This design comes from an exercise in tuning for small area on the open sky130 flow, not from production work. Function was checked by simulation only, so behaviour that the tests miss may differ from the original. Power figures rest on the tool's default switching activity, not on a simulated workload.

### design.v
module rom_glcd (
	input [6:0] ch,
	input [2:0] col,
	output reg [6:0] R_D
);
	always @(*)
		case ({ch, col})
			10'h00a: R_D = 7'h5f;
			10'h011: R_D = 7'h07;
			10'h013: R_D = 7'h07;
			10'h018: R_D = 7'h14;
			10'h019: R_D = 7'h7f;
			10'h01a: R_D = 7'h14;
			10'h01b: R_D = 7'h7f;
			10'h01c: R_D = 7'h14;
			10'h020: R_D = 7'h24;
			10'h021: R_D = 7'h2a;
			10'h022: R_D = 7'h7f;
			10'h023: R_D = 7'h2a;
			10'h024: R_D = 7'h12;
			10'h028: R_D = 7'h23;
			10'h029: R_D = 7'h13;
			10'h02a: R_D = 7'h08;
			10'h02b: R_D = 7'h64;
			10'h02c: R_D = 7'h62;
			10'h030: R_D = 7'h36;
			10'h031: R_D = 7'h49;
			10'h032: R_D = 7'h55;
			10'h033: R_D = 7'h22;
			10'h034: R_D = 7'h50;
			10'h039: R_D = 7'h05;
			10'h03a: R_D = 7'h03;
			10'h041: R_D = 7'h1c;
			10'h042: R_D = 7'h22;
			10'h043: R_D = 7'h41;
			10'h049: R_D = 7'h41;
			10'h04a: R_D = 7'h22;
			10'h04b: R_D = 7'h1c;
			10'h050: R_D = 7'h14;
			10'h051: R_D = 7'h08;
			10'h052: R_D = 7'h3e;
			10'h053: R_D = 7'h08;
			10'h054: R_D = 7'h14;
			10'h058: R_D = 7'h08;
			10'h059: R_D = 7'h08;
			10'h05a: R_D = 7'h3e;
			10'h05b: R_D = 7'h08;
			10'h05c: R_D = 7'h08;
			10'h061: R_D = 7'h50;
			10'h062: R_D = 7'h30;
			10'h068: R_D = 7'h08;
			10'h069: R_D = 7'h08;
			10'h06a: R_D = 7'h08;
			10'h06b: R_D = 7'h08;
			10'h06c: R_D = 7'h08;
			10'h071: R_D = 7'h60;
			10'h072: R_D = 7'h60;
			10'h078: R_D = 7'h20;
			10'h079: R_D = 7'h10;
			10'h07a: R_D = 7'h08;
			10'h07b: R_D = 7'h04;
			10'h07c: R_D = 7'h02;
			10'h080: R_D = 7'h3e;
			10'h081: R_D = 7'h51;
			10'h082: R_D = 7'h49;
			10'h083: R_D = 7'h45;
			10'h084: R_D = 7'h3e;
			10'h089: R_D = 7'h42;
			10'h08a: R_D = 7'h7f;
			10'h08b: R_D = 7'h40;
			10'h090: R_D = 7'h42;
			10'h091: R_D = 7'h61;
			10'h092: R_D = 7'h51;
			10'h093: R_D = 7'h49;
			10'h094: R_D = 7'h46;
			10'h098: R_D = 7'h21;
			10'h099: R_D = 7'h41;
			10'h09a: R_D = 7'h45;
			10'h09b: R_D = 7'h4b;
			10'h09c: R_D = 7'h31;
			10'h0a0: R_D = 7'h18;
			10'h0a1: R_D = 7'h14;
			10'h0a2: R_D = 7'h12;
			10'h0a3: R_D = 7'h7f;
			10'h0a4: R_D = 7'h10;
			10'h0a8: R_D = 7'h27;
			10'h0a9: R_D = 7'h45;
			10'h0aa: R_D = 7'h45;
			10'h0ab: R_D = 7'h45;
			10'h0ac: R_D = 7'h39;
			10'h0b0: R_D = 7'h3c;
			10'h0b1: R_D = 7'h4a;
			10'h0b2: R_D = 7'h49;
			10'h0b3: R_D = 7'h49;
			10'h0b4: R_D = 7'h30;
			10'h0b8: R_D = 7'h01;
			10'h0b9: R_D = 7'h71;
			10'h0ba: R_D = 7'h09;
			10'h0bb: R_D = 7'h05;
			10'h0bc: R_D = 7'h03;
			10'h0c0: R_D = 7'h36;
			10'h0c1: R_D = 7'h49;
			10'h0c2: R_D = 7'h49;
			10'h0c3: R_D = 7'h49;
			10'h0c4: R_D = 7'h36;
			10'h0c8: R_D = 7'h06;
			10'h0c9: R_D = 7'h49;
			10'h0ca: R_D = 7'h49;
			10'h0cb: R_D = 7'h29;
			10'h0cc: R_D = 7'h1e;
			10'h0d1: R_D = 7'h36;
			10'h0d2: R_D = 7'h36;
			10'h0d9: R_D = 7'h56;
			10'h0da: R_D = 7'h36;
			10'h0e0: R_D = 7'h08;
			10'h0e1: R_D = 7'h14;
			10'h0e2: R_D = 7'h22;
			10'h0e3: R_D = 7'h41;
			10'h0e8: R_D = 7'h14;
			10'h0e9: R_D = 7'h14;
			10'h0ea: R_D = 7'h14;
			10'h0eb: R_D = 7'h14;
			10'h0ec: R_D = 7'h14;
			10'h0f1: R_D = 7'h41;
			10'h0f2: R_D = 7'h22;
			10'h0f3: R_D = 7'h14;
			10'h0f4: R_D = 7'h08;
			10'h0f8: R_D = 7'h02;
			10'h0f9: R_D = 7'h01;
			10'h0fa: R_D = 7'h51;
			10'h0fb: R_D = 7'h09;
			10'h0fc: R_D = 7'h06;
			10'h10a: R_D = 7'h5f;
			10'h111: R_D = 7'h07;
			10'h113: R_D = 7'h07;
			10'h118: R_D = 7'h14;
			10'h119: R_D = 7'h7f;
			10'h11a: R_D = 7'h14;
			10'h11b: R_D = 7'h7f;
			10'h11c: R_D = 7'h14;
			10'h120: R_D = 7'h24;
			10'h121: R_D = 7'h2a;
			10'h122: R_D = 7'h7f;
			10'h123: R_D = 7'h2a;
			10'h124: R_D = 7'h12;
			10'h128: R_D = 7'h23;
			10'h129: R_D = 7'h13;
			10'h12a: R_D = 7'h08;
			10'h12b: R_D = 7'h64;
			10'h12c: R_D = 7'h62;
			10'h130: R_D = 7'h36;
			10'h131: R_D = 7'h49;
			10'h132: R_D = 7'h55;
			10'h133: R_D = 7'h22;
			10'h134: R_D = 7'h50;
			10'h139: R_D = 7'h05;
			10'h13a: R_D = 7'h03;
			10'h141: R_D = 7'h1c;
			10'h142: R_D = 7'h22;
			10'h143: R_D = 7'h41;
			10'h149: R_D = 7'h41;
			10'h14a: R_D = 7'h22;
			10'h14b: R_D = 7'h1c;
			10'h150: R_D = 7'h14;
			10'h151: R_D = 7'h08;
			10'h152: R_D = 7'h3e;
			10'h153: R_D = 7'h08;
			10'h154: R_D = 7'h14;
			10'h158: R_D = 7'h08;
			10'h159: R_D = 7'h08;
			10'h15a: R_D = 7'h3e;
			10'h15b: R_D = 7'h08;
			10'h15c: R_D = 7'h08;
			10'h161: R_D = 7'h50;
			10'h162: R_D = 7'h30;
			10'h168: R_D = 7'h08;
			10'h169: R_D = 7'h08;
			10'h16a: R_D = 7'h08;
			10'h16b: R_D = 7'h08;
			10'h16c: R_D = 7'h08;
			10'h171: R_D = 7'h60;
			10'h172: R_D = 7'h60;
			10'h178: R_D = 7'h20;
			10'h179: R_D = 7'h10;
			10'h17a: R_D = 7'h08;
			10'h17b: R_D = 7'h04;
			10'h17c: R_D = 7'h02;
			10'h180: R_D = 7'h3e;
			10'h181: R_D = 7'h51;
			10'h182: R_D = 7'h49;
			10'h183: R_D = 7'h45;
			10'h184: R_D = 7'h3e;
			10'h189: R_D = 7'h42;
			10'h18a: R_D = 7'h7f;
			10'h18b: R_D = 7'h40;
			10'h190: R_D = 7'h42;
			10'h191: R_D = 7'h61;
			10'h192: R_D = 7'h51;
			10'h193: R_D = 7'h49;
			10'h194: R_D = 7'h46;
			10'h198: R_D = 7'h21;
			10'h199: R_D = 7'h41;
			10'h19a: R_D = 7'h45;
			10'h19b: R_D = 7'h4b;
			10'h19c: R_D = 7'h31;
			10'h1a0: R_D = 7'h18;
			10'h1a1: R_D = 7'h14;
			10'h1a2: R_D = 7'h12;
			10'h1a3: R_D = 7'h7f;
			10'h1a4: R_D = 7'h10;
			10'h1a8: R_D = 7'h27;
			10'h1a9: R_D = 7'h45;
			10'h1aa: R_D = 7'h45;
			10'h1ab: R_D = 7'h45;
			10'h1ac: R_D = 7'h39;
			10'h1b0: R_D = 7'h3c;
			10'h1b1: R_D = 7'h4a;
			10'h1b2: R_D = 7'h49;
			10'h1b3: R_D = 7'h49;
			10'h1b4: R_D = 7'h30;
			10'h1b8: R_D = 7'h01;
			10'h1b9: R_D = 7'h71;
			10'h1ba: R_D = 7'h09;
			10'h1bb: R_D = 7'h05;
			10'h1bc: R_D = 7'h03;
			10'h1c0: R_D = 7'h36;
			10'h1c1: R_D = 7'h49;
			10'h1c2: R_D = 7'h49;
			10'h1c3: R_D = 7'h49;
			10'h1c4: R_D = 7'h36;
			10'h1c8: R_D = 7'h06;
			10'h1c9: R_D = 7'h49;
			10'h1ca: R_D = 7'h49;
			10'h1cb: R_D = 7'h29;
			10'h1cc: R_D = 7'h1e;
			10'h1d1: R_D = 7'h36;
			10'h1d2: R_D = 7'h36;
			10'h1d9: R_D = 7'h56;
			10'h1da: R_D = 7'h36;
			10'h1e0: R_D = 7'h08;
			10'h1e1: R_D = 7'h14;
			10'h1e2: R_D = 7'h22;
			10'h1e3: R_D = 7'h41;
			10'h1e8: R_D = 7'h14;
			10'h1e9: R_D = 7'h14;
			10'h1ea: R_D = 7'h14;
			10'h1eb: R_D = 7'h14;
			10'h1ec: R_D = 7'h14;
			10'h1f1: R_D = 7'h41;
			10'h1f2: R_D = 7'h22;
			10'h1f3: R_D = 7'h14;
			10'h1f4: R_D = 7'h08;
			10'h1f8: R_D = 7'h02;
			10'h1f9: R_D = 7'h01;
			10'h1fa: R_D = 7'h51;
			10'h1fb: R_D = 7'h09;
			10'h1fc: R_D = 7'h06;
			10'h200: R_D = 7'h32;
			10'h201: R_D = 7'h49;
			10'h202: R_D = 7'h79;
			10'h203: R_D = 7'h41;
			10'h204: R_D = 7'h3e;
			10'h208: R_D = 7'h7e;
			10'h209: R_D = 7'h11;
			10'h20a: R_D = 7'h11;
			10'h20b: R_D = 7'h11;
			10'h20c: R_D = 7'h7e;
			10'h210: R_D = 7'h7f;
			10'h211: R_D = 7'h49;
			10'h212: R_D = 7'h49;
			10'h213: R_D = 7'h49;
			10'h214: R_D = 7'h36;
			10'h218: R_D = 7'h3e;
			10'h219: R_D = 7'h41;
			10'h21a: R_D = 7'h41;
			10'h21b: R_D = 7'h41;
			10'h21c: R_D = 7'h22;
			10'h220: R_D = 7'h7f;
			10'h221: R_D = 7'h41;
			10'h222: R_D = 7'h41;
			10'h223: R_D = 7'h22;
			10'h224: R_D = 7'h1c;
			10'h228: R_D = 7'h7f;
			10'h229: R_D = 7'h49;
			10'h22a: R_D = 7'h49;
			10'h22b: R_D = 7'h49;
			10'h22c: R_D = 7'h41;
			10'h230: R_D = 7'h7f;
			10'h231: R_D = 7'h09;
			10'h232: R_D = 7'h09;
			10'h233: R_D = 7'h09;
			10'h234: R_D = 7'h01;
			10'h238: R_D = 7'h3e;
			10'h239: R_D = 7'h41;
			10'h23a: R_D = 7'h49;
			10'h23b: R_D = 7'h49;
			10'h23c: R_D = 7'h7a;
			10'h240: R_D = 7'h7f;
			10'h241: R_D = 7'h08;
			10'h242: R_D = 7'h08;
			10'h243: R_D = 7'h08;
			10'h244: R_D = 7'h7f;
			10'h249: R_D = 7'h41;
			10'h24a: R_D = 7'h7f;
			10'h24b: R_D = 7'h41;
			10'h250: R_D = 7'h20;
			10'h251: R_D = 7'h40;
			10'h252: R_D = 7'h41;
			10'h253: R_D = 7'h3f;
			10'h254: R_D = 7'h01;
			10'h258: R_D = 7'h7f;
			10'h259: R_D = 7'h08;
			10'h25a: R_D = 7'h14;
			10'h25b: R_D = 7'h22;
			10'h25c: R_D = 7'h41;
			10'h260: R_D = 7'h7f;
			10'h261: R_D = 7'h40;
			10'h262: R_D = 7'h40;
			10'h263: R_D = 7'h40;
			10'h264: R_D = 7'h40;
			10'h268: R_D = 7'h7f;
			10'h269: R_D = 7'h02;
			10'h26a: R_D = 7'h0c;
			10'h26b: R_D = 7'h02;
			10'h26c: R_D = 7'h7f;
			10'h270: R_D = 7'h7f;
			10'h271: R_D = 7'h04;
			10'h272: R_D = 7'h08;
			10'h273: R_D = 7'h10;
			10'h274: R_D = 7'h7f;
			10'h278: R_D = 7'h3e;
			10'h279: R_D = 7'h41;
			10'h27a: R_D = 7'h41;
			10'h27b: R_D = 7'h41;
			10'h27c: R_D = 7'h3e;
			10'h280: R_D = 7'h7f;
			10'h281: R_D = 7'h09;
			10'h282: R_D = 7'h09;
			10'h283: R_D = 7'h09;
			10'h284: R_D = 7'h06;
			10'h288: R_D = 7'h7f;
			10'h289: R_D = 7'h09;
			10'h28a: R_D = 7'h09;
			10'h28b: R_D = 7'h09;
			10'h28c: R_D = 7'h06;
			10'h290: R_D = 7'h7f;
			10'h291: R_D = 7'h09;
			10'h292: R_D = 7'h19;
			10'h293: R_D = 7'h29;
			10'h294: R_D = 7'h46;
			10'h298: R_D = 7'h46;
			10'h299: R_D = 7'h49;
			10'h29a: R_D = 7'h49;
			10'h29b: R_D = 7'h49;
			10'h29c: R_D = 7'h31;
			10'h2a0: R_D = 7'h01;
			10'h2a1: R_D = 7'h01;
			10'h2a2: R_D = 7'h7f;
			10'h2a3: R_D = 7'h01;
			10'h2a4: R_D = 7'h01;
			10'h2a8: R_D = 7'h3f;
			10'h2a9: R_D = 7'h40;
			10'h2aa: R_D = 7'h40;
			10'h2ab: R_D = 7'h40;
			10'h2ac: R_D = 7'h3f;
			10'h2b0: R_D = 7'h1f;
			10'h2b1: R_D = 7'h20;
			10'h2b2: R_D = 7'h40;
			10'h2b3: R_D = 7'h20;
			10'h2b4: R_D = 7'h1f;
			10'h2b8: R_D = 7'h3f;
			10'h2b9: R_D = 7'h40;
			10'h2ba: R_D = 7'h38;
			10'h2bb: R_D = 7'h40;
			10'h2bc: R_D = 7'h3f;
			10'h2c0: R_D = 7'h63;
			10'h2c1: R_D = 7'h14;
			10'h2c2: R_D = 7'h08;
			10'h2c3: R_D = 7'h14;
			10'h2c4: R_D = 7'h63;
			10'h2c8: R_D = 7'h07;
			10'h2c9: R_D = 7'h08;
			10'h2ca: R_D = 7'h70;
			10'h2cb: R_D = 7'h08;
			10'h2cc: R_D = 7'h07;
			10'h2d0: R_D = 7'h61;
			10'h2d1: R_D = 7'h51;
			10'h2d2: R_D = 7'h49;
			10'h2d3: R_D = 7'h45;
			10'h2d4: R_D = 7'h43;
			10'h2d9: R_D = 7'h7f;
			10'h2da: R_D = 7'h41;
			10'h2db: R_D = 7'h41;
			10'h2e0: R_D = 7'h02;
			10'h2e1: R_D = 7'h04;
			10'h2e2: R_D = 7'h08;
			10'h2e3: R_D = 7'h10;
			10'h2e4: R_D = 7'h20;
			10'h2e9: R_D = 7'h41;
			10'h2ea: R_D = 7'h41;
			10'h2eb: R_D = 7'h7f;
			10'h2f0: R_D = 7'h04;
			10'h2f1: R_D = 7'h02;
			10'h2f2: R_D = 7'h01;
			10'h2f3: R_D = 7'h02;
			10'h2f4: R_D = 7'h04;
			10'h2f8: R_D = 7'h40;
			10'h2f9: R_D = 7'h40;
			10'h2fa: R_D = 7'h40;
			10'h2fb: R_D = 7'h40;
			10'h2fc: R_D = 7'h40;
			10'h301: R_D = 7'h01;
			10'h302: R_D = 7'h02;
			10'h303: R_D = 7'h04;
			10'h308: R_D = 7'h20;
			10'h309: R_D = 7'h54;
			10'h30a: R_D = 7'h54;
			10'h30b: R_D = 7'h54;
			10'h30c: R_D = 7'h78;
			10'h310: R_D = 7'h7f;
			10'h311: R_D = 7'h48;
			10'h312: R_D = 7'h44;
			10'h313: R_D = 7'h44;
			10'h314: R_D = 7'h38;
			10'h318: R_D = 7'h38;
			10'h319: R_D = 7'h44;
			10'h31a: R_D = 7'h44;
			10'h31b: R_D = 7'h44;
			10'h31c: R_D = 7'h20;
			10'h320: R_D = 7'h38;
			10'h321: R_D = 7'h44;
			10'h322: R_D = 7'h44;
			10'h323: R_D = 7'h48;
			10'h324: R_D = 7'h7f;
			10'h328: R_D = 7'h38;
			10'h329: R_D = 7'h54;
			10'h32a: R_D = 7'h54;
			10'h32b: R_D = 7'h54;
			10'h32c: R_D = 7'h18;
			10'h330: R_D = 7'h08;
			10'h331: R_D = 7'h7e;
			10'h332: R_D = 7'h09;
			10'h333: R_D = 7'h01;
			10'h334: R_D = 7'h02;
			10'h338: R_D = 7'h0c;
			10'h339: R_D = 7'h52;
			10'h33a: R_D = 7'h52;
			10'h33b: R_D = 7'h52;
			10'h33c: R_D = 7'h3e;
			10'h340: R_D = 7'h7f;
			10'h341: R_D = 7'h08;
			10'h342: R_D = 7'h04;
			10'h343: R_D = 7'h04;
			10'h344: R_D = 7'h78;
			10'h349: R_D = 7'h44;
			10'h34a: R_D = 7'h7d;
			10'h34b: R_D = 7'h40;
			10'h350: R_D = 7'h20;
			10'h351: R_D = 7'h40;
			10'h352: R_D = 7'h44;
			10'h353: R_D = 7'h3d;
			10'h358: R_D = 7'h7f;
			10'h359: R_D = 7'h10;
			10'h35a: R_D = 7'h28;
			10'h35b: R_D = 7'h44;
			10'h361: R_D = 7'h41;
			10'h362: R_D = 7'h7f;
			10'h363: R_D = 7'h40;
			10'h368: R_D = 7'h7c;
			10'h369: R_D = 7'h04;
			10'h36a: R_D = 7'h18;
			10'h36b: R_D = 7'h04;
			10'h36c: R_D = 7'h78;
			10'h370: R_D = 7'h7c;
			10'h371: R_D = 7'h08;
			10'h372: R_D = 7'h04;
			10'h373: R_D = 7'h04;
			10'h374: R_D = 7'h78;
			10'h378: R_D = 7'h38;
			10'h379: R_D = 7'h44;
			10'h37a: R_D = 7'h44;
			10'h37b: R_D = 7'h44;
			10'h37c: R_D = 7'h38;
			10'h380: R_D = 7'h7c;
			10'h381: R_D = 7'h14;
			10'h382: R_D = 7'h14;
			10'h383: R_D = 7'h14;
			10'h384: R_D = 7'h08;
			10'h388: R_D = 7'h08;
			10'h389: R_D = 7'h14;
			10'h38a: R_D = 7'h14;
			10'h38b: R_D = 7'h18;
			10'h38c: R_D = 7'h7c;
			10'h390: R_D = 7'h7c;
			10'h391: R_D = 7'h08;
			10'h392: R_D = 7'h04;
			10'h393: R_D = 7'h04;
			10'h394: R_D = 7'h08;
			10'h398: R_D = 7'h48;
			10'h399: R_D = 7'h54;
			10'h39a: R_D = 7'h54;
			10'h39b: R_D = 7'h54;
			10'h39c: R_D = 7'h20;
			10'h3a0: R_D = 7'h04;
			10'h3a1: R_D = 7'h3f;
			10'h3a2: R_D = 7'h44;
			10'h3a3: R_D = 7'h40;
			10'h3a4: R_D = 7'h20;
			10'h3a8: R_D = 7'h3c;
			10'h3a9: R_D = 7'h40;
			10'h3aa: R_D = 7'h40;
			10'h3ab: R_D = 7'h20;
			10'h3ac: R_D = 7'h7c;
			10'h3b0: R_D = 7'h1c;
			10'h3b1: R_D = 7'h20;
			10'h3b2: R_D = 7'h40;
			10'h3b3: R_D = 7'h20;
			10'h3b4: R_D = 7'h1c;
			10'h3b8: R_D = 7'h3c;
			10'h3b9: R_D = 7'h40;
			10'h3ba: R_D = 7'h30;
			10'h3bb: R_D = 7'h40;
			10'h3bc: R_D = 7'h3c;
			10'h3c0: R_D = 7'h44;
			10'h3c1: R_D = 7'h28;
			10'h3c2: R_D = 7'h10;
			10'h3c3: R_D = 7'h28;
			10'h3c4: R_D = 7'h44;
			10'h3c8: R_D = 7'h0c;
			10'h3c9: R_D = 7'h50;
			10'h3ca: R_D = 7'h50;
			10'h3cb: R_D = 7'h50;
			10'h3cc: R_D = 7'h3c;
			10'h3d0: R_D = 7'h44;
			10'h3d1: R_D = 7'h64;
			10'h3d2: R_D = 7'h54;
			10'h3d3: R_D = 7'h4c;
			10'h3d4: R_D = 7'h44;
			10'h3d9: R_D = 7'h08;
			10'h3da: R_D = 7'h36;
			10'h3db: R_D = 7'h41;
			10'h3e2: R_D = 7'h7f;
			10'h3e9: R_D = 7'h41;
			10'h3ea: R_D = 7'h36;
			10'h3eb: R_D = 7'h08;
			10'h3f0: R_D = 7'h10;
			10'h3f1: R_D = 7'h08;
			10'h3f2: R_D = 7'h08;
			10'h3f3: R_D = 7'h10;
			10'h3f4: R_D = 7'h08;
			10'h3f8: R_D = 7'h78;
			10'h3f9: R_D = 7'h46;
			10'h3fa: R_D = 7'h41;
			10'h3fb: R_D = 7'h46;
			10'h3fc: R_D = 7'h78;
			default: R_D = 7'h0;
		endcase
endmodule
`timescale 1ns / 1ps
module register_8x16bit
	#(
		parameter B = 8
	)
	(
		input clk, clr, W_E,
		input [3:0] R_A, W_A,
		input [B-1:0] W_D,
		output [B-1:0] R_D
	);
	wire [B-1:0] d = W_D & {B{~clr}};
	wire [16*B-1:0] flat;
	genvar i;
	generate
		for (i = 0; i < 16; i = i + 1) begin : e
			wire we = clr | (W_E & (W_A == i));
			reg [B-1:0] q;
			assign flat[B*i +: B] = q;
			always @(posedge clk)
				if (we) q <= d;
		end
	endgenerate
	mux16x8 #(.B(B)) rd( .sel(R_A), .in(flat), .out(R_D) );
endmodule
`timescale 1ns / 1ps
module glcd
	(
		input clk, reset, ram_write_en, ram_upd, clr_lcd_reg,
		input [3:0] ram_W_A,
		input [6:0] ram_data,
		output clk_out, reset_lcd, d_c,
		output spi_data_out, spi_clk, spi_ce
	);
	localparam [3:0]
		PF   = 4'd6,
		PC0  = 4'd7,
		PC1  = 4'd8,
		PGAP = 4'd13;
	reg [2:0] cdiv;
	reg ph3;
	reg [3:0] bcnt;
	reg [3:0] phase;
	reg [6:0] chr;
	reg [6:0] sbuf;
	reg rst_d;
	reg pend, waiting;
	wire tick = (cdiv == 3'd4);
	wire gap_tick = tick & (phase == PGAP);
	wire first = (phase == 4'd0) & (bcnt == 4'd5);
	wire [3:0] ph = {ph3, cdiv};
	reg [6:0] slot [0:15];
	wire [6:0] v15 = slot[15];
	wire hit_w = (~ph == ram_W_A);
	wire commit = (ram_write_en | pend) & hit_w;
	wire zeroing = clr_lcd_reg | ((phase == 4'd0) & ((bcnt == 4'd5) | (bcnt == 4'd6) | ((bcnt == 4'd7) & ph3)));
	always @(posedge clk)
		slot[0] <= zeroing ? 7'h00 : (commit ? ram_data : v15);
	genvar j;
	generate
		for (j = 1; j < 16; j = j + 1) begin : ring
			always @(posedge clk) slot[j] <= slot[j-1];
		end
	endgenerate
	always @(posedge clk)
		pend <= ~clr_lcd_reg & ~ram_upd & (ram_write_en | pend) & ~hit_w;
	wire [3:0] ram_R_A = chr[3:0] | {4{chr[6] | chr[5] | chr[4]}};
	wire glyph_phase = (phase == PF) | (phase[3] & (phase != PGAP));
	wire sample = tick & (bcnt == 4'd5) & glyph_phase;
	wire bypass = pend & (ram_W_A == ram_R_A);
	wire hit_r = (~ph == ram_R_A);
	wire [6:0] ch = (sample & bypass) ? ram_data : v15;
	wire [6:0] glyph;
	wire [2:0] col = (phase == PF) ? 3'd0 : phase[2:0];
	rom_glcd rom( .ch(ch), .col(col), .R_D(glyph) );
	reg [7:0] setup_byte;
	always @(*)
		case (phase[2:0])
			3'd0: setup_byte = 8'h21;
			3'd1: setup_byte = 8'hb0;
			3'd2: setup_byte = 8'h04;
			3'd3: setup_byte = 8'h14;
			3'd4: setup_byte = 8'h20;
			default: setup_byte = 8'h0c;
		endcase
	always @(posedge clk)
		rst_d <= reset;
	always @(posedge clk)
		if (reset == 1'b0) begin
			cdiv <= 3'd0;
			ph3 <= 1'b0;
			bcnt <= 4'd5;
			phase <= 4'd0;
			chr <= 7'd0;
			waiting <= 1'b0;
		end
		else begin
			cdiv <= cdiv + 1'b1;
			if (cdiv == 3'd7)
				ph3 <= ~ph3;
			bcnt <= bcnt + (tick & (phase != PGAP));
			chr <= (gap_tick & (chr == 7'd83)) ? 7'd0 : chr + gap_tick;
			if (tick) begin
				if (phase == PGAP)
					phase <= PC0;
				else if (bcnt == 4'd4)
					phase <= (phase == PF) ? PC1 : phase + 1'b1;
			end
			if (sample & ~bypass & ~hit_r)
				waiting <= 1'b1;
			else if (hit_r)
				waiting <= 1'b0;
		end
	always @(posedge clk)
		if ((sample & (bypass | hit_r)) | (waiting & hit_r))
			sbuf <= glyph;
	wire slow_clk = (cdiv[2] & (cdiv[1] | cdiv[0])) | ((cdiv == 3'd0) & ~first);
	assign clk_out = (cdiv[2] & cdiv[1]) | ((cdiv[2:1] == 2'b00) & ~first);
	assign spi_clk = ~slow_clk;
	assign reset_lcd = rst_d;
	assign d_c = phase[3] | (phase == PC0) | ((phase == PF) & (bcnt != 4'd5));
	assign spi_ce = ~bcnt[3];
	wire [2:0] bidx = ~bcnt[2:0];
	wire [7:0] sbuf8 = {1'b0, sbuf};
	assign spi_data_out = bcnt[3] & ((phase < PF) ? setup_byte[bidx] : (glyph_phase & sbuf8[bidx]));
endmodule
`timescale 1ns / 1ps
module register_copier
	(
		input clk, en,
		input [6:0] RAM_data,
		output tRAM_W_EN, SU_completed, upd,
		output reg [3:0] RAM_WR_A,
		output [6:0] tRAM_data
	);
	localparam [2:0]
		S0  = 3'd0,
		S1A = 3'd1,
		S2  = 3'd2,
		S1  = 3'd3,
		S3  = 3'd4;
	reg [5:0] ctr;
	reg [2:0] state;
	reg [6:0] data;
	wire tick = (ctr == 6'd16);
	always @(posedge clk)
		if (en == 1'b0) begin
			ctr <= 6'd0;
			state <= S0;
		end
		else begin
			ctr <= ctr + 1'b1;
			if (tick)
				case (state)
					S0: begin
						state <= S1A;
						data <= 7'h00;
					end
					S1A: begin
						state <= S2;
						data <= RAM_data;
					end
					S2: state <= (RAM_WR_A == 4'd15) ? S3 : S1;
					S1: begin
						state <= S2;
						data <= RAM_data;
					end
					default: state <= state;
				endcase
		end
	wire s0_tick = en & tick & (state == S0);
	wire s1_tick = en & tick & (state == S1);
	always @(posedge clk)
		RAM_WR_A <= s0_tick ? 4'd0 : RAM_WR_A + s1_tick;
	assign tRAM_W_EN = (state == S1A) | (state == S2) | (state == S1);
	assign SU_completed = (state == S3);
	assign upd = en & tick & ((state == S0) | (state == S1A) | (state == S1));
	assign tRAM_data = data;
endmodule
`timescale 1ns / 1ps
module ptext_rom_8x16bit
	(
		input clk, reset,
		input W_E,
		input [3:0] W_A,
		input [7:0] W_D,
		input [3:0] R_A,
		output [7:0] R_D
    );
	wire [7:0] d31 = (W_D & {8{reset}}) | (8'h31 & {8{~reset}});
	wire [7:0] d32 = (W_D & {8{reset}}) | (8'h32 & {8{~reset}});
	wire [7:0] d00 = W_D & {8{reset}};
	wire [127:0] flat;
	genvar i;
	generate
		for (i = 0; i < 16; i = i + 1) begin : e
			wire we = ~reset | (W_E & (W_A == i));
			reg [7:0] q;
			assign flat[8*i +: 8] = q;
			always @(posedge clk)
				if (we) q <= (i >= 14) ? d00 : ((i % 2) ? d32 : d31);
		end
	endgenerate
	mux16x8 rd( .sel(R_A), .in(flat), .out(R_D) );
endmodule
`timescale 1ns / 1ps
module key_rom_8x16bit
	(
		input clk, reset,
		input W_E,
		input [3:0] W_A,
		input [7:0] W_D,
		input [3:0] R_A,
		output [7:0] R_D
    );
	wire [7:0] d5a = (W_D & {8{reset}}) | (8'h5A & {8{~reset}});
	wire [7:0] d68 = (W_D & {8{reset}}) | (8'h68 & {8{~reset}});
	wire [7:0] d00 = W_D & {8{reset}};
	wire [127:0] flat;
	genvar i;
	generate
		for (i = 0; i < 16; i = i + 1) begin : e
			wire we = ~reset | (W_E & (W_A == i));
			reg [7:0] q;
			assign flat[8*i +: 8] = q;
			always @(posedge clk)
				if (we) q <= (i >= 12) ? d00 : ((i % 2) ? d68 : d5a);
		end
	endgenerate
	mux16x8 rd( .sel(R_A), .in(flat), .out(R_D) );
endmodule
`timescale 1ns / 1ps
module mux16x8
	#(
		parameter B = 8
	)
	(
		input [3:0] sel,
		input [16*B-1:0] in,
		output [B-1:0] out
	);
	assign out = in[sel*B +: B];
endmodule
`timescale 1ns / 1ps
module encryption
	(
		input clk, en,
		input [7:0] text_data, key_data,
		output cipher_w_en, finished,
		output reg [3:0] text_address_ctr, key_address_ctr,
		output [7:0] cipher_data
	);
	localparam [2:0]
		S0 = 3'd0,
		S1 = 3'd1,
		S2 = 3'd2,
		S3 = 3'd3,
		S4 = 3'd4;
	reg [2:0] state, nstate;
	wire tz = (text_data == 8'h00);
	wire kz = (key_data == 8'h00);
	always @(posedge clk)
		if (en == 1'b0)
			state <= S0;
		else
			state <= nstate;
	wire adv = (state == S3);
	always @(posedge clk) begin
		text_address_ctr <= {4{en}} & (text_address_ctr + adv);
		key_address_ctr <= {4{en & (state != S2)}} & (key_address_ctr + adv);
	end
	always @(*)
		case (state)
			S0: nstate = (tz | kz) ? S4 : S1;
			S1: nstate = tz ? S4 : (kz ? S2 : S3);
			S2, S3: nstate = S1;
			S4: nstate = S4;
			default: nstate = S0;
		endcase
	assign cipher_w_en = (state == S1);
	assign finished = (state == S4);
	assign cipher_data = key_data ^ text_data;
endmodule
`timescale 1ns / 1ps
module datapath
	(
		input clk, reset,
		input wire en_encryption, clr_RAM, en_copier,
		input wire [1:0] key,
		input wire load, load_sel,
		input wire [3:0] load_addr,
		input wire [7:0] load_data,
		output wire encry_completed, copy_completed,
		output wire clk_out, reset_lcd, d_c,
		output wire spi_data_out, spi_clk, spi_ce
    );
	wire en_RAM, w_en, copier_upd;
	wire [3:0] rw_address, c_text_ram_W_A, c_key_ram_W_A;
	wire [7:0] r_d1, r_d2, cipher_data;
	wire [6:0] r_d3, ram_data1;
	wire [7:0] plain_or_key = key[0] ? r_d2 : r_d1;
	wire [6:0] ram_data2 = key[1] ? r_d3 : code(plain_or_key);
	wire [6:0] cipher_code = code(cipher_data);
	function [6:0] code(input [7:0] b);
		code = b[6:0] & {7{~b[7] & (b[6] | b[5])}};
	endfunction
	glcd lcd( .clk(clk), .reset(reset), .ram_write_en(en_RAM), .ram_upd(copier_upd), .clr_lcd_reg(clr_RAM),
		.ram_W_A(rw_address), .ram_data(ram_data1), .clk_out(clk_out),
		.reset_lcd(reset_lcd), .d_c(d_c), .spi_data_out(spi_data_out),
		.spi_clk(spi_clk), .spi_ce(spi_ce) );
	register_copier reg_copier( .clk(clk), .en(en_copier), .RAM_data(ram_data2),
			.tRAM_W_EN(en_RAM), .SU_completed(copy_completed), .upd(copier_upd), .RAM_WR_A(rw_address),
			.tRAM_data(ram_data1) );
	ptext_rom_8x16bit plain_text( .clk(clk), .reset(reset), .W_E(load & ~load_sel),
					.W_A(load_addr), .W_D(load_data),
					.R_A(en_encryption ? c_text_ram_W_A : rw_address), .R_D(r_d1) );
	key_rom_8x16bit key_text( .clk(clk), .reset(reset), .W_E(load & load_sel),
					.W_A(load_addr), .W_D(load_data),
					.R_A(en_encryption ? c_key_ram_W_A : rw_address), .R_D(r_d2) );
	register_8x16bit #(.B(7)) cipher_text ( .clk(clk), .clr(clr_RAM),
					.W_E(w_en), .W_A(c_text_ram_W_A), .W_D(cipher_code),
					.R_A(rw_address), .R_D(r_d3) );
	encryption encrypt( .clk(clk), .en(en_encryption), .text_data(r_d1), .key_data(r_d2),
		.cipher_w_en(w_en), .finished(encry_completed), .text_address_ctr(c_text_ram_W_A),
		.key_address_ctr(c_key_ram_W_A), .cipher_data(cipher_data) );
endmodule
`timescale 1ns / 1ps
module controller
	(
		input clk, reset,
		input crypt, encry_completed, b1, b2, b3,
		input copy_completed,
		output en_encryption, clr_RAM, en_copier,
		output [1:0] key,
		output led_init, led_wait1
    );
	localparam [2:0]
		INIT = 3'b000,
		WAIT = 3'b001,
		ENC  = 3'b100,
		CCPY = 3'b101,
		TCPY = 3'b110,
		KCPY = 3'b111;
	reg [2:0] state, nstate;
	always @(posedge clk)
		if (reset == 1'b0)
			state <= INIT;
		else
			state <= nstate;
	always @(*)
		case (state)
			INIT: nstate = crypt ? ENC : INIT;
			ENC:  nstate = encry_completed ? WAIT : ENC;
			WAIT:
				case ({b1, b2, b3})
					3'b100: nstate = TCPY;
					3'b010: nstate = KCPY;
					3'b001: nstate = CCPY;
					default: nstate = WAIT;
				endcase
			CCPY, TCPY, KCPY: nstate = copy_completed ? WAIT : state;
			default: nstate = INIT;
		endcase
	assign led_init = (state == INIT);
	assign led_wait1 = (state == WAIT);
	assign clr_RAM = led_init;
	assign en_copier = state[2];
	assign en_encryption = (state == ENC);
	assign key = {~state[1], state[0]};
endmodule
`timescale 1ns / 1ps
module top_module
	(
		input clk, reset,
		input wire crypt, b1, b2, b3,
		input wire load, load_sel,
		input wire [3:0] load_addr,
		input wire [7:0] load_data,
		output wire led_init, led_wait1,
		output wire clk_out, reset_lcd, d_c,
		output wire spi_data_out, spi_clk, spi_ce
    );
	wire encry_completed, copy_completed, en_encryption, clr_RAM, en_copier;
	wire [1:0] key;
	controller cont( .clk(clk), .reset(reset), .crypt(crypt), .encry_completed(encry_completed),
					.b1(b1), .b2(b2), .b3(b3), .copy_completed(copy_completed),
					.en_encryption(en_encryption), .clr_RAM(clr_RAM), .key(key),
					.led_init(led_init), .led_wait1(led_wait1), .en_copier(en_copier) );
	datapath data ( .clk(clk), .reset(reset), .en_encryption(en_encryption),
				.clr_RAM(clr_RAM), .key(key), .encry_completed(encry_completed),
				.load(load), .load_sel(load_sel), .load_addr(load_addr), .load_data(load_data),
				.copy_completed(copy_completed), .en_copier(en_copier), .clk_out(clk_out), .reset_lcd(reset_lcd),
				.d_c(d_c), .spi_data_out(spi_data_out), .spi_clk(spi_clk), .spi_ce(spi_ce) );
endmodule
### flow/run.sh
#!/bin/bash
# Layout flow: the standard ORFS flow with two changes:
#  1. synthesis maps the combinational logic with a stronger area-oriented ABC
#     script (abc_deep.script); everything else in synthesis (including register
#     mapping and naming) is the standard synthesis script unchanged;
#  2. clock tree synthesis uses CTS_ARGS from cts_args.txt.
# Each tool's output goes to the ORFS logs (orfs/logs/...) and to flow.log here.
set -euo pipefail
W=$PWD
mkdir -p mysynth
# standard synthesis, with only the abc call replaced
sed "s#source \$::env(SCRIPTS_DIR)/synth.tcl#source $W/mysynth/synth.tcl#" synth_recipe.tcl > mysynth/synth_recipe.tcl
sed "s#log_cmd abc {\*}\$abc_args#log_cmd abc -script $W/flow/abc_deep.script {*}\$lib_args {*}\$lib_dont_use_args#" \
    "$FLOW_HOME/scripts/synth.tcl" > mysynth/synth.tcl
grep -q "abc_deep.script" mysynth/synth.tcl
grep -q "mysynth/synth.tcl" mysynth/synth_recipe.tcl
sed "s#SYNTH_SCRIPT=[^ ]*#SYNTH_SCRIPT=$W/mysynth/synth_recipe.tcl#" standard.sh > mystandard.sh
grep -q "mysynth/synth_recipe.tcl" mystandard.sh
export CTS_ARGS="$(cat flow/cts_args.txt)"
bash mystandard.sh finish > flow.log 2>&1
### flow/abc_deep.script
strash
&get -n
&deepsyn -T 300
&put
&get -n
&dch
&nf -R 2000 -F 20 -A 20
&put
strash
&get -n
&dch
&nf -R 2000 -F 20 -A 20
&put
strash
&get -n
&dch
&nf -R 2000 -F 20 -A 20
&put
strash
&get -n
&dch
&nf -R 2000 -F 20 -A 20
&put
strash
&get -n
&dch
&nf -R 2000 -F 20 -A 20
&put
strash
&get -n
&dch
&nf -R 2000 -F 20 -A 20
&put
### flow/cts_args.txt
-sink_clustering_enable -repair_clock_nets -buf_list sky130_fd_sc_hd__clkbuf_8 -sink_clustering_size 16 -sink_clustering_max_diameter 80 -dont_use_dummy_load
### standard.sh
#!/bin/bash
# synth_recipe.tcl (not shown) runs the flow's synth.tcl, then flattens the netlist and writes it again
# the make line also repeats each setting of config.mk as NAME=value (left out here)
make -C /OpenROAD-flow-scripts/flow DESIGN_CONFIG=/design/flow/config.mk WORK_HOME=/design/flow/orfs CLKGATE_MAP_FILE= SYNTH_SCRIPT=/design/flow/synth_recipe.tcl "${@:-finish}"
### config.mk
export PLATFORM = sky130hd
export DESIGN_NAME = top_module
export DESIGN_NICKNAME = top_module
export VERILOG_FILES = /design/flow/design.v
export SDC_FILE = /design/flow/constraint.sdc
export NUM_CORES = 4
export LEC_CHECK = 0
export ABC_AREA = 1
export CAP_MARGIN = 20
export CORE_MARGIN = 2
export CORE_UTILIZATION = 40
export GPL_TIMING_DRIVEN = 0
export SLEW_MARGIN = 20
export SYNTH_MEMORY_MAX_BITS = 16384
### constraint.sdc
create_clock -name core_clock -period 10.0 [get_ports {clk}]
set_input_delay 2.0000 -clock core_clock [delete_from_list [all_inputs] [get_ports {clk}]]
set_output_delay 2.0000 -clock core_clock [all_outputs]
set_load 0.01 [all_outputs]
==> results.sh, run 1 <==
export IMPL_status="no timing/DRC/antenna violations"
export IMPL_drt_iter0_drc=1853
export IMPL_report_final_setup_viol=0
export IMPL_clock_path_buffers=3
export IMPL_port_buffers=27
export IMPL_diodes=0
export IMPL_cp_max_fo=21
export IMPL_drcViolationCount=0
export IMPL_fin_nets=1891
export IMPL_async_flop_share_pct=0
export IMPL_final_common_cell="edfxtp_1"
export IMPL_power_density_nw_per_um2=163
export IMPL_synth_avg_cell_area_um2=12.4
export IMPL_drv_slew=0
export IMPL_hold_viol_final=0
export IMPL_cts_tree="done"
export IMPL_p_leak_uw=0.00816
export IMPL_final_core_util_pct=44.4
export IMPL_core_region_area_um2=53700
export IMPL_clock_sinks=543
export IMPL_antenna_found_initial=0
export IMPL_dpl_cell_area_um2=23300
export IMPL_initial_core_util_pct=40.3
export IMPL_wirelength_um=68600
export IMPL_synth_top_area_share_pct=53.0
export IMPL_syn_nets=1783
export IMPL_cp_data_required_time_ns=10.29
export IMPL_cts_made_buffers=41
export IMPL_final_design_area_no_fill_um2=23900
export IMPL_syn_instance_count=1743
export IMPL_rsz0062_at_grt="false"
export IMPL_yosysTopAreaCell="edfxtp_1"
export IMPL_h_tree_depth=2
export IMPL_grt_overflow=0
export IMPL_post_cts_buffers=0
export IMPL_fin_skew_ns=0.0932
export IMPL_yosysWarningCount=10
export IMPL_dieArea_um2=56000
export IMPL_worst_slew_pin_slew_ns=1.16
export IMPL_hp_class="register to register"
export IMPL_std_cell_rows=85
export IMPL_grt_pass1_vias=15600
export IMPL_ctsHoldBuffers=0
export IMPL_ir_drop_mv=0.116
export IMPL_grt_usage_pct=24.1
export IMPL_crit_type="register to register"
export IMPL_setup_tns_ns=0
export IMPL_gp_congestion=0.964
export IMPL_wl_per_cell_um=27.0
export IMPL_die_height_um=237
export IMPL_grt_start_max_net_pins=47
export IMPL_synth_edf_count=382
export IMPL_syn_cell_area_um2=21700
export IMPL_start_kind="register"
export IMPL_final_layout_size_suffix_gt1_share_pct=5.90
export IMPL_dp_hpwl_um=47800
export IMPL_clkSlewWorstSetupHoldPaths_ns=0.10
export IMPL_slew_headroom_pct=22.3
export IMPL_dr_total_vias=16100
export IMPL_postRouteAntennaNets=0
export IMPL_clock_latency_ns=0.65
export IMPL_clock_fmax_ghz=0.132
export IMPL_arrival_ns=7.86
export IMPL_cts_root_buffer="clkbuf_8"
export IMPL_grt_pass1_wl_um=102000
export IMPL_synth_cell_types=60
export IMPL_avgViaCountPerCell=6.31
export IMPL_yosysSeqAreaShare_pct=67.9
export IMPL_synth_seq_cells=543
export IMPL_cap_viol_max_count=0
export IMPL_ys_flop_type="edfxtp_1"
export IMPL_io_pins=28
export IMPL_area_delta_synth_final_pct=10.2
export IMPL_die_x_um=237
export IMPL_endpoint_kind="register"
export IMPL_drtPass1Iterations=7
export IMPL_synthTopCellsByArea="edfxtp_1 53%, dfxtp_1 15%, o21ai_0 3.5%"
export IMPL_post_cts_resized=0
export IMPL_period_needed_ns=7.57
export IMPL_final_cell_mix="382 x edfxtp_1, 163 x nand2_1, 161 x dfxtp_1"
export IMPL_post_route_period_util_pct=75.7
[logic make-up after synthesis]
kind of cell	Yosys count	synth area share [%]
multiplexers	14	0.682
flip-flops	543	67.9
adder cells (fa/ha/maj)	21	1.20
AO/OA/AOI/OAI	576	17.2
buffers and inverters	24	0.416
XOR/XNOR	24	0.971
AND/OR/NAND/NOR	541	11.7
[routing by layer]
layer	GRT usage [%]	share of wire [%]	vias to the layer above	routed length, µm
li1	-	-	7117	-
met1	31.6	41	7986	28400
met5	0	0	-	0
met4	9.32	4.0	0	2760
met2	40.5	48	768	33000
met3	3.47	6.4	190	4400
[worst paths after layout]
path | startpoint | to | slack (ns) | cells after the start
worst max-delay path | data.reg_copier.RAM_WR_A[3]$_SDFF_PP0_ | data.lcd.sbuf[2]$_DFFE_PP_ | 2.43 | 12
worst min-delay path | data.lcd.slot[6][3]$_DFF_P_ | data.lcd.slot[7][3]$_DFF_P_ | 0.29 | 0
worst max register to register | data.reg_copier.RAM_WR_A[3]$_SDFF_PP0_ | data.lcd.sbuf[2]$_DFFE_PP_ | 2.43 | 12
worst min register to register | data.lcd.slot[6][3]$_DFF_P_ | data.lcd.slot[7][3]$_DFF_P_ | 0.29 | 0
[final cells by class]
| type | instances | area, µm² |
|---|---|---|
| Multi-Input combinational cell | 1176 | 6990 |
| Tap cell | 696 | 871 |
| Sequential cell | 543 | 14700 |
| Timing Repair Buffer | 65 | 656 |
| Clock buffer | 41 | 564 |
| Inverter | 24 | 90.1 |
| Fill cell | 4887 | 29800 |
[stage by stage]
step	std cells	setup WS [ns]	hold slack [ns]	total power, µW
global route	2545	2.37	0.288	4020
CTS	2545	2.67	0.273	3920
finish	2545	2.43	0.289	3890
floorplan	1743	4.68	0.310	2790
detailed placement	2504	2.73	0.312	2920
global placement	2466	-0.0486	0.310	2890
[Yosys cell counts, types with 23 or more instances]
cell      count
edfxtp_1    382
nand2_1     163
dfxtp_1     161
o21ai_0     153
nor2_1      141
a21oi_1     110
o22ai_1      95
nor3_1       53
nand3_1      52
a221oi_1     32
and2_0       28
a222oi_1     26
a22oi_1      25
a31oi_1      25
clkinv_1     24
nand2b_1     23
[sequential cells by signal, indices dropped and copies added (netlist names)]
| signal | count |
|---|---|
| cont.state | 3 |
| data.cipher_text.e.q | 112 |
| data.encrypt.key_address_ctr | 4 |
| data.encrypt.state | 3 |
| data.encrypt.text_address_ctr | 4 |
| data.key_text.e.q | 128 |
| data.lcd.bcnt | 4 |
| data.lcd.cdiv | 3 |
| data.lcd.chr | 7 |
| data.lcd.pend | 1 |
| data.lcd.ph3 | 1 |
| data.lcd.phase | 4 |
| data.lcd.rst_d | 1 |
| data.lcd.sbuf | 7 |
| data.lcd.slot | 112 |
| data.lcd.waiting | 1 |
| data.plain_text.e.q | 128 |
| data.reg_copier.RAM_WR_A | 4 |
| data.reg_copier.ctr | 6 |
| data.reg_copier.data | 7 |
| data.reg_copier.state | 3 |
[critical path: stages (launching register included)]
cell and delay, ns:
dfxtp_1 0.92, and2_0 0.56, nand2_1 0.29, a21oi_1 0.24, clkinv_1 0.13, nor2_2 0.72
mux2_1 0.71, nor2_1 1.01, nand2_1 0.56, o311ai_0 1.02, a21oi_1 0.08, nor4_1 0.65
o221ai_1 0.29
[report_power, final]
part / leakage, µW / total (µW) / switching, µW / internal (µW)
Sequential: 0.00517 / 2640 / 47.6 / 2590
Clock: 0.000295 / 1020 / 653 / 368
Combinational: 0.00270 / 226 / 162 / 63.3
Total: 0.00816 / 3890 / 863 / 3020
==> run 2, diff against run 1 <==
--- a/flow/run.sh
+++ b/flow/run.sh
@@ -18,3 +18,4 @@
 grep -q "mysynth/synth_recipe.tcl" mystandard.sh
 export CTS_ARGS="$(cat flow/cts_args.txt)"
+if [[ -f flow/buffer_ports_args.txt ]]; then export BUFFER_PORTS_ARGS="$(cat flow/buffer_ports_args.txt)"; fi
 bash mystandard.sh finish > flow.log 2>&1
--- a/flow/abc_deep.script
+++ b/flow/abc_deep.script
@@ -1,5 +1,5 @@
 strash
 &get -n
-&deepsyn -T 300
+&deepsyn -T 100
 &put
 &get -n
==> flow/buffer_ports_args.txt (new file) <==
-buffer_cell sky130_fd_sc_hd__buf_2
==> results.sh, run 2 <==
export IMPL_io_pins=28
export IMPL_slew_headroom_pct=20.8
export IMPL_layout_setup_ws_ns=3.12
export IMPL_report_final_setup_viol=0
export IMPL_timing_reg2reg_setup_slack_ns=3.12
export IMPL_clock_latency_ns=0.62
export IMPL_r2r_cells=16
export IMPL_syn_nets=1794
export IMPL_final_common_cell="edfxtp_1"
export IMPL_synthMuxAreaShare_pct=0.631
export IMPL_hold_viol_final=0
export IMPL_core_region_area_um2=53600
export IMPL_postRouteAntennaNets=0
export IMPL_drt_iter0_drc=2057
export IMPL_grtUsageMet2_pct=36.3
export IMPL_cp_slowest_cell="mux2_1"
export IMPL_cp_data_required_time_ns=10.29
export IMPL_yosysWarningCount=10
export IMPL_drtPass1Iterations=6
export IMPL_synth_compound_area_share_pct=16.8
export IMPL_async_flop_share_pct=0
export IMPL_synth_seq_cells=543
export IMPL_met1_usage_pct=34.4
export IMPL_total_power_uw=3910
export IMPL_p_leak_uw=0.00802
export IMPL_die_height_um=236
export IMPL_initial_core_util_pct=40.3
export IMPL_cp_max_fo=27
export IMPL_start_kind="register"
export IMPL_cts_root_buffer="clkbuf_8"
export IMPL_crit_path_start="data.reg_copier.RAM_WR_A[0]$_SDFF_PP0_"
export IMPL_clkSlewWorstSetupHoldPaths_ns=0.11
export IMPL_busiest_layer="met2"
export IMPL_gp_congestion=1.00
export IMPL_period_needed_ns=6.88
export IMPL_synthTopCellsByArea="edfxtp_1 53%, dfxtp_1 15%, o22ai_1 3.5%"
export IMPL_syn_cell_area_um2=21600
export IMPL_crit_path_frequent_cell="nand2_1"
export IMPL_worst_slew_pin_slew_ns=1.18
export IMPL_final_cell_mix="382 x edfxtp_1, 161 x dfxtp_1, 146 x nand2_1"
export IMPL_dr_total_vias=16100
export IMPL_yosysSeqAreaShare_pct=68.0
export IMPL_grt_pass1_vias=15600
export IMPL_syn_instance_count=1754
export IMPL_dieArea_um2=55900
export IMPL_top_regs="data.key_text.e.q x128, data.plain_text.e.q x128"
export IMPL_endpoint_kind="register"
export IMPL_synth_cell_types=55
export IMPL_clock_fmax_ghz=0.145
export IMPL_synth_top_area_share_pct=53.1
export IMPL_path_buf_inv=0
export IMPL_crit_cells=16
export IMPL_antenna_found_initial=1
export IMPL_synth_edf_count=382
export IMPL_ir_drop_mv=0.104
export IMPL_grt_usage_pct=23.7
export IMPL_synthSimpleGateAreaFrac_pct=12.0
export IMPL_synth_avg_cell_area_um2=12.3
export IMPL_grt_overflow=0
export IMPL_wl_per_cell_um=26.4
export IMPL_area_delta_synth_final_pct=9.51
export IMPL_synth_top_family_by_area="compound AO/OA/AOI/OAI gates"
export IMPL_ctsHoldBuffers=0
export IMPL_cap_viol_max_count=0
export IMPL_synthAdderAreaFrac_pct=1.16
export IMPL_yosysMostFrequentCell="edfxtp_1"
export IMPL_diodes=0
export IMPL_dp_hpwl_um=45200
export IMPL_preCtsSetupSlack_ns=2.93
export IMPL_cts_made_buffers=41
export IMPL_std_cell_rows=85
export IMPL_clock_path_buffers=3
export IMPL_die_x_um=236
export IMPL_drv_slew=0
export IMPL_grt_pass1_wl_um=101000
export IMPL_synth_common_cells="382 x edfxtp_1, 161 x dfxtp_1, 149 x nor2_1"
export IMPL_avgViaCountPerCell=6.32
export IMPL_final_layout_size_suffix_gt1_share_pct=6.81
export IMPL_cts_tree="done"
export IMPL_grt_start_max_net_pins=64
export IMPL_setup_tns_ns=0
export IMPL_crit_type="register to register"
export IMPL_cp_endpoint="data.lcd.sbuf[3]$_DFFE_PP_"
export IMPL_post_route_period_util_pct=68.8
export IMPL_arrival_ns=7.17
export IMPL_fin_nets=1892
export IMPL_hp_class="register to register"
export IMPL_power_density_nw_per_um2=165
export IMPL_drcViolationCount=0
export IMPL_port_buffers=27
export IMPL_clock_sinks=543
export IMPL_wirelength_um=67200
export IMPL_critPathTopFamily="simple AND/OR/NAND/NOR gates"
export IMPL_rsz0062_at_grt="false"
export IMPL_fin_skew_ns=0.0978
export IMPL_holdCritStartpoint="data.lcd.slot[14][3]$_DFF_P_"
export IMPL_post_cts_buffers=0
export IMPL_post_cts_resized=0
export IMPL_yosysTopAreaCell="edfxtp_1"
export IMPL_synth_xor_area_share_pct=0.891
export IMPL_crit_chain="nand2b_2 -> o21ai_0 -> o22ai_1 -> o21bai_1 -> o2111ai_1 -> nor2_2 -> mux2_1 -> nand2_1 -> nand2_1 -> nand2_1 -> nor2_1 -> a21oi_1 -> o311ai_0 -> o311ai_0 -> a31oi_1 -> a211oi_1"
export IMPL_use_met3_pct=3.77
export IMPL_h_tree_depth=2
export IMPL_slowest_delay_ns=0.88
export IMPL_ys_flop_type="edfxtp_1"
export IMPL_status="no timing/DRC/antenna violations"
export IMPL_rr_startpoint="data.reg_copier.RAM_WR_A[0]$_SDFF_PP0_"
export IMPL_r2r_end="data.lcd.sbuf[3]$_DFFE_PP_"
-- run 2: changes by cell type in the layout (fill, tap and decap cells not counted), sizes merged, moves of 9 or more --
cell,change
buf,+16
a221oi,-10
nand2,-17
a22oi,+11
nor3,+21
nand3,+10
o22ai,+26
o21ai,-19
clkdlybuf4s50,-26
a222oi,-9
-- run 2: worst min path at each step --
stage | to | slack, ns | cells past startpoint
floorplan | data.lcd.slot[10][0]$_DFF_P_ | 0.31 | 0
detailed placement | data.lcd.slot[15][0]$_DFF_P_ | 0.31 | 0
global route | data.lcd.slot[15][3]$_DFF_P_ | 0.23 | 0
finish | data.lcd.slot[15][3]$_DFF_P_ | 0.23 | 0
global placement | data.lcd.slot[7][1]$_DFF_P_ | 0.31 | 0
CTS | data.lcd.slot[15][3]$_DFF_P_ | 0.23 | 0
-- run 2: metrics by stage --
step	instances	instance area [µm²]	util, %	hold WS [ns]
floorplan	1754	21600	-	0.310
global placement	2477	22600	42.2	0.310
detailed placement	2501	23100	43.0	0.312
CTS	2542	23600	44.1	0.235
global route	2546	23700	44.2	0.231
finish	2546	23700	44.2	0.234
-- run 2: worst register-to-register path: stages, from the launching register on --
cell and delay [ns]:
dfxtp_1 0.62, nand2b_2 0.52, o21ai_0 0.22, o22ai_1 0.11, o21bai_1 0.14, o2111ai_1 0.24, nor2_2 0.86, mux2_1 0.90
nand2_1 0.73, nand2_1 0.54, nand2_1 0.19, nor2_1 0.12, a21oi_1 0.08, o311ai_0 0.62, o311ai_0 0.32, a31oi_1 0.29
a211oi_1 0.11
-- run 2: report_power, final --
part	internal [µW]	switching, µW	total, µW
sequential	2600	48.3	2650
combinational	61.9	177	239
clock	369	662	1030
-- run 2: routing by layer --
layer / vias to the layer above / wire (µm)
met5: - / 17
met4: 2 / 2120
met3: 153 / 5710
met2: 853 / 30100
met1: 7944 / 29300
li1: 7140 / -
-- run 2: kinds of logic after synthesis --
group | count (synthesis)
adder cells (fa/ha/maj) | 20
flip-flops | 543
XOR/XNOR | 22
AO/OA/AOI/OAI | 570
multiplexers | 13
AND/OR/NAND/NOR | 558
buffers and inverters | 28
-- run 2: cell type report --
class	count	area, µm²
fillers	4981	29900
flip-flops and latches	543	14700
multi-input cells	1183	6960
well taps	696	871
clock buffers	41	564
repair buffers	55	484
inverters	28	105
==> run 3, diff against run 2 <==
--- a/flow/run.sh
+++ b/flow/run.sh
@@ -4,5 +4,7 @@
 #     script (abc_deep.script); everything else in synthesis (including register
 #     mapping and naming) is the standard synthesis script unchanged;
-#  2. clock tree synthesis uses CTS_ARGS from cts_args.txt.
+#  2. clock tree synthesis uses CTS_ARGS from cts_args.txt;
+#  3. port buffering uses BUFFER_PORTS_ARGS from buffer_ports_args.txt (every
+#     input and output port still gets a buffer).
 # Each tool's output goes to the ORFS logs (orfs/logs/...) and to flow.log here.
 set -euo pipefail
--- a/flow/abc_deep.script
+++ b/flow/abc_deep.script
@@ -1,5 +1,5 @@
 strash
 &get -n
-&deepsyn -T 100
+&deepsyn -T 300
 &put
 &get -n
==> results.sh, run 3 <==
export IMPL_internal_power_uw=3310
export IMPL_clkSlewWorstSetupHoldPaths_ns=0.10
export IMPL_grt_pass1_vias=15400
export IMPL_power_density_nw_per_um2=190
export IMPL_rsz0062_at_grt="false"
export IMPL_synth_seq_cells=543
export IMPL_synth_edf_count=382
export IMPL_hp_class="register to register"
export IMPL_post_cts_resized=0
export IMPL_report_final_setup_viol=0
export IMPL_synth_common_cells="382 x edfxtp_1, 164 x nand2_1, 162 x nor2_1"
export IMPL_h_tree_depth=2
export IMPL_drv_slew=0
export IMPL_p_leak_uw=0.00803
export IMPL_cts_root_buffer="clkbuf_8"
export IMPL_whs_ns=0.325
export IMPL_async_flop_share_pct=0
export IMPL_top_regs="data.key_text.e.q x128, data.plain_text.e.q x128"
export IMPL_period_needed_ns=7.91
export IMPL_clockPowerShare_pct=22.8
export IMPL_arrival_ns=8.20
export IMPL_routed_wl_met3_um=5160
export IMPL_post_route_period_util_pct=79.1
export IMPL_post_cts_buffers=0
export IMPL_drtPass1Iterations=7
export IMPL_syn_instance_count=1764
export IMPL_synthTopCellsByArea="edfxtp_1 53%, dfxtp_1 15%, o21ai_0 3.6%"
export IMPL_final_common_cell="edfxtp_1"
export IMPL_std_cell_rows=85
export IMPL_postRouteAntennaNets=0
export IMPL_yosysMostFrequentCell="edfxtp_1"
export IMPL_fin_skew_ns=0.0581
export IMPL_cp_max_fo=23
export IMPL_synth_avg_cell_area_um2=12.3
export IMPL_n_fill_cell=5007
export IMPL_syn_nets=1804
export IMPL_ir_drop_mv=0.112
export IMPL_cts_made_buffers=40
export IMPL_cap_viol_max_count=0
export IMPL_die_x_um=236
export IMPL_core_region_area_um2=53600
export IMPL_clock_sinks=543
export IMPL_antenna_found_initial=1
export IMPL_top_layer_used="met4"
export IMPL_io_pins=28
export IMPL_dp_hpwl_um=47500
export IMPL_fin_nets=1900
export IMPL_yosysSeqAreaShare_pct=68.0
export IMPL_area_delta_synth_final_pct=9.21
export IMPL_final_core_util_pct=44.0
export IMPL_grt_usage_pct=24.6
export IMPL_gp_congestion=0.971
export IMPL_dieArea_um2=55900
export IMPL_final_cell_mix="382 x edfxtp_1, 164 x nand2_1, 161 x dfxtp_1"
export IMPL_swShare_pct=26.1
export IMPL_grt_pass1_wl_um=103000
export IMPL_seq_power_share_pct=64.8
export IMPL_wl_per_cell_um=27.2
export IMPL_final_layout_size_suffix_gt1_share_pct=6.51
export IMPL_multi_input_area_um2=6960
export IMPL_drt_iter0_drc=1969
export IMPL_cts_tree="done"
export IMPL_crit_type="register to register"
export IMPL_wirelength_um=69400
export IMPL_clock_path_buffers=3
export IMPL_wirelength_met1_um=29300
export IMPL_comb_power_share_pct=12.3
export IMPL_fin_cells=2555
export IMPL_ctsHoldBuffers=0
export IMPL_initial_core_util_pct=40.3
export IMPL_clock_fmax_ghz=0.126
export IMPL_cp_data_required_time_ns=10.30
export IMPL_synth_top_area_share_pct=53.1
export IMPL_hold_viol_final=0
export IMPL_clock_latency_ns=0.65
export IMPL_synth_cell_types=55
export IMPL_wl_met2_um=32000
export IMPL_start_kind="register"
export IMPL_port_buffers=27
export IMPL_ys_flop_type="edfxtp_1"
export IMPL_syn_cell_area_um2=21600
export IMPL_avgViaCountPerCell=6.28
export IMPL_slew_headroom_pct=22.3
export IMPL_die_height_um=236
export IMPL_setup_tns_ns=0
export IMPL_worst_slew_pin_slew_ns=1.15
export IMPL_grt_start_max_net_pins=66
export IMPL_grt_overflow=0
export IMPL_yosysTopAreaCell="edfxtp_1"
export IMPL_endpoint_kind="register"
export IMPL_drcViolationCount=0
export IMPL_ff_latch_area_um2=14700
export IMPL_dp_cells=2514
export IMPL_status="no timing/DRC/antenna violations"
export IMPL_switching_power_uw=1170
export IMPL_yosysWarningCount=10
export IMPL_dr_total_vias=16100
[run 3: changes by cell type in the layout (fill, tap and decap cells not counted), moves of 6 or more]
cell / before / now
nor2_1: 137 / 153
nand3_1: 62 / 54
nand2_1: 146 / 164
a21oi_1: 107 / 94
o311ai_0: 8 / 1
buf_8: 9 / 1
a22oi_1: 36 / 26
o21ai_0: 86 / 107
buf_6: 3 / 9
o22ai_1: 119 / 98
nor4_1: 16 / 24
[run 3: logic make-up (layout without fill, tap and decap cells)]
| group | Yosys count | count (layout) | share of synthesized area (%) |
|---|---|---|---|
| AO/OA/AOI/OAI | 545 | 545 | 16.0 |
| other | 0 | 1 | 0 |
| flip-flops | 543 | 543 | 68.0 |
| adder cells (fa/ha/maj) | 20 | 20 | 1.16 |
| multiplexers | 12 | 12 | 0.579 |
| XOR/XNOR | 24 | 24 | 0.972 |
| buffers and inverters | 23 | 117 | 0.399 |
| AND/OR/NAND/NOR | 597 | 597 | 12.9 |
[run 3: final cells by class]
type                    instances  area share [%]
diodes                          1          0.0106
clock buffers                  40            2.33
inverters                      23           0.366
multi-input cells            1198            29.5
flip-flops and latches        543            62.2
well taps                     696            3.69
repair buffers                 54            1.87
[run 3: metrics by stage]
step	power [µW]	area (µm²)	setup WS, ns
after global placement	3470	22600	-0.631
final	4480	23600	2.09
after floorplan	3240	21600	4.41
after global routing	4660	23600	2.03
after detailed placement	3500	23000	2.59
after CTS	4510	23600	2.50
[run 3: power groups by stage]
stage / sequential [µW] / combinational [µW] / clock, µW
2_1_floorplan: 2920 / 320 / 0
3_3_place_gp: 2940 / 523 / 0
3_5_place_dp: 2950 / 548 / 0
4_1_cts: 2900 / 550 / 1050
5_1_grt: 2930 / 599 / 1130
6_report: 2900 / 553 / 1020
[run 3: final timing paths]
kind	end	slack [ns]	cells past startpoint	from
worst max-delay path	data.lcd.sbuf[5]$_DFFE_PP_	2.09	17	data.reg_copier.RAM_WR_A[2]$_SDFF_PP0_
worst min-delay path	data.lcd.slot[4][6]$_DFF_P_	0.33	0	data.lcd.slot[3][6]$_DFF_P_
worst max register to register	data.lcd.sbuf[5]$_DFFE_PP_	2.09	17	data.reg_copier.RAM_WR_A[2]$_SDFF_PP0_
worst min register to register	data.lcd.slot[4][6]$_DFF_P_	0.33	0	data.lcd.slot[3][6]$_DFF_P_
[run 3: critical path, stage by stage, from the launching register on]
cell,delay [ns]
dfxtp_1,0.80
nand2_1,0.81
o21ai_0,0.39
nand2_1,0.08
a21oi_1,0.24
nand4_1,0.40
buf_8,0.31
mux2_1,0.93
nand2_1,0.68
nor2_1,0.75
nand2_1,0.32
o21ai_0,0.29
nor2_1,0.14
nand4_1,0.20
o211ai_1,0.19
a31oi_1,0.22
nor4_1,0.08
nor3_1,0.69
[run 3: routing by layer]
metal	vias up	global-route usage [%]
li1	7103	-
met1	8023	33.8
met2	780	39.4
met3	148	3.45
met4	0	10.3
met5	-	0
==> run 4, diff against run 3 <==
==> flow/cts_args.txt (replaced) <==
-sink_clustering_enable -repair_clock_nets -buf_list sky130_fd_sc_hd__clkbuf_8 -sink_clustering_size 14 -sink_clustering_max_diameter 70 -dont_use_dummy_load
==> results.sh, run 4 <==
export IMPL_clock_sinks=543
export IMPL_wl_per_cell_um=27.0
export IMPL_syn_cell_area_um2=21600
export IMPL_h_tree_depth=2
export IMPL_dp_cells=2514
export IMPL_power_density_nw_per_um2=191
export IMPL_yosysSeqAreaShare_pct=68.0
export IMPL_syn_nets=1804
export IMPL_core_region_area_um2=53600
export IMPL_fin_cells=2562
export IMPL_drcViolationCount=0
export IMPL_cp_max_fo=23
export IMPL_rsz0062_at_grt="false"
export IMPL_dpl_cell_area_um2=23000
export IMPL_ir_drop_mv=0.119
export IMPL_clkSlewWorstSetupHoldPaths_ns=0.09
export IMPL_final_layout_size_suffix_gt1_share_pct=6.81
export IMPL_clock_latency_ns=0.68
export IMPL_avgViaCountPerCell=6.25
export IMPL_ctsHoldBuffers=0
export IMPL_status="no timing/DRC/antenna violations"
export IMPL_clock_path_buffers=3
export IMPL_dr_total_vias=16000
export IMPL_start_kind="register"
export IMPL_drt_iter0_drc=1895
export IMPL_synth_seq_cells=543
export IMPL_worst_slew_pin_slew_ns=1.18
export IMPL_port_buffers=27
export IMPL_post_cts_resized=0
export IMPL_synthTopCellsByArea="edfxtp_1 53%, dfxtp_1 15%, o21ai_0 3.6%"
export IMPL_cap_viol_max_count=0
export IMPL_cts_made_buffers=46
export IMPL_final_common_cell="edfxtp_1"
export IMPL_final_design_area_no_fill_um2=23700
export IMPL_cts_tree="done"
export IMPL_grt_pass1_wl_um=103000
export IMPL_slew_headroom_pct=20.8
export IMPL_grt_overflow=0
export IMPL_drtPass1Iterations=5
export IMPL_hp_class="register to register"
export IMPL_whs_ns=0.322
export IMPL_endpoint_kind="register"
export IMPL_fin_nets=1906
export IMPL_report_final_setup_viol=0
export IMPL_final_cell_mix="382 x edfxtp_1, 164 x nand2_1, 161 x dfxtp_1"
export IMPL_dp_hpwl_um=47500
export IMPL_postRouteAntennaNets=0
export IMPL_grt_start_max_net_pins=66
export IMPL_initial_core_util_pct=40.3
export IMPL_clock_fmax_ghz=0.129
export IMPL_io_pins=28
export IMPL_area_delta_synth_final_pct=9.60
export IMPL_arrival_ns=8.04
export IMPL_synth_cell_types=55
export IMPL_hold_viol_final=0
export IMPL_yosysTopAreaCell="edfxtp_1"
export IMPL_synth_avg_cell_area_um2=12.3
export IMPL_yosysWarningCount=10
export IMPL_post_cts_buffers=0
export IMPL_p_leak_uw=0.00808
export IMPL_top_regs="data.key_text.e.q x128, data.plain_text.e.q x128"
export IMPL_die_height_um=236
export IMPL_dieArea_um2=55900
export IMPL_antenna_found_initial=2
export IMPL_synth_top_area_share_pct=53.1
export IMPL_preCtsSetupSlack_ns=2.59
export IMPL_grt_pass1_vias=15500
export IMPL_die_x_um=236
export IMPL_wirelength_um=69100
export IMPL_gp_congestion=0.971
export IMPL_yosysMostFrequentCell="edfxtp_1"
==> run 4: cell counts after synthesis <==
No cell type changed its count.
==> run 4: final cells by class <==
class                      instances  area, µm²  share of cell area [%]
antenna                            2       5.00                  0.0211
clock buffer                      46        633                    2.67
inverter                          23       86.3                   0.364
multi-input combinational       1198       6960                    29.4
sequential                       543      14700                    62.0
tap                              696        871                    3.68
timing repair buffer              54        442                    1.86
==> run 4: worst max-delay path, cell delays in order, from the launching register on <==
cell      delay (ns)
dfxtp_1         0.78
nand2_1         0.80
o21ai_0         0.39
nand2_1         0.08
a21oi_1         0.24
nand4_1         0.40
buf_8           0.31
mux2_1          0.90
nand2_1         0.68
nor2_1          0.74
nand2_1         0.32
o21ai_0         0.28
nor2_1          0.13
nand4_1         0.17
o211ai_1        0.17
a31oi_1         0.21
nor4_1          0.08
nor3_1          0.66
==> run 4: kinds of logic (layout without fill, tap and decap cells) <==
logic type / count (synthesis) / after routing / share of synthesized area (%)
other: 0 / 2 / 0
buffers and inverters: 23 / 123 / 0.399
adders and majority gates: 20 / 20 / 1.16
and+or+nand+nor: 597 / 597 / 12.9
AOI/OAI and AO/OA: 545 / 545 / 16.0
DFF: 543 / 543 / 68.0
muxes: 12 / 12 / 0.579
xor gates and xnor gates: 24 / 24 / 0.972
==> run 4: worst paths after layout <==
kind / from / end / slack (ns) / cells past startpoint
hold / removal: data.lcd.slot[11][3]$_DFF_P_ / data.lcd.slot[12][3]$_DFF_P_ / 0.32 / 0
setup / recovery: data.reg_copier.RAM_WR_A[2]$_SDFF_PP0_ / data.lcd.sbuf[5]$_DFFE_PP_ / 2.25 / 17
setup reg to reg: data.reg_copier.RAM_WR_A[2]$_SDFF_PP0_ / data.lcd.sbuf[5]$_DFFE_PP_ / 2.25 / 17
hold reg to reg: data.lcd.slot[11][3]$_DFF_P_ / data.lcd.slot[12][3]$_DFF_P_ / 0.32 / 0
==> run 4: per-stage QoR <==
step	util, %	TNS [ns]	power [µW]
3_3_place_gp	42.2	-2.17	3470
2_1_floorplan	-	0	3240
4_1_cts	44.2	0	4570
6_report	44.2	0	4540
5_1_grt	44.2	0	4720
3_5_place_dp	43.0	0	3500
==> run 4: power breakdown <==
group          internal [µW]  total, µW  switching [µW]
clock network            410       1080             670
logic                    139        552             413
registers               2810       2900            91.0
total                   3360       4540            1170
==> run 4: routing by layer <==
metal  GRT usage [%]  wire (µm)
met4            11.0       3190
met2            39.2      31900
met1            33.5      28600
met5               0          0
met3            3.59       5470
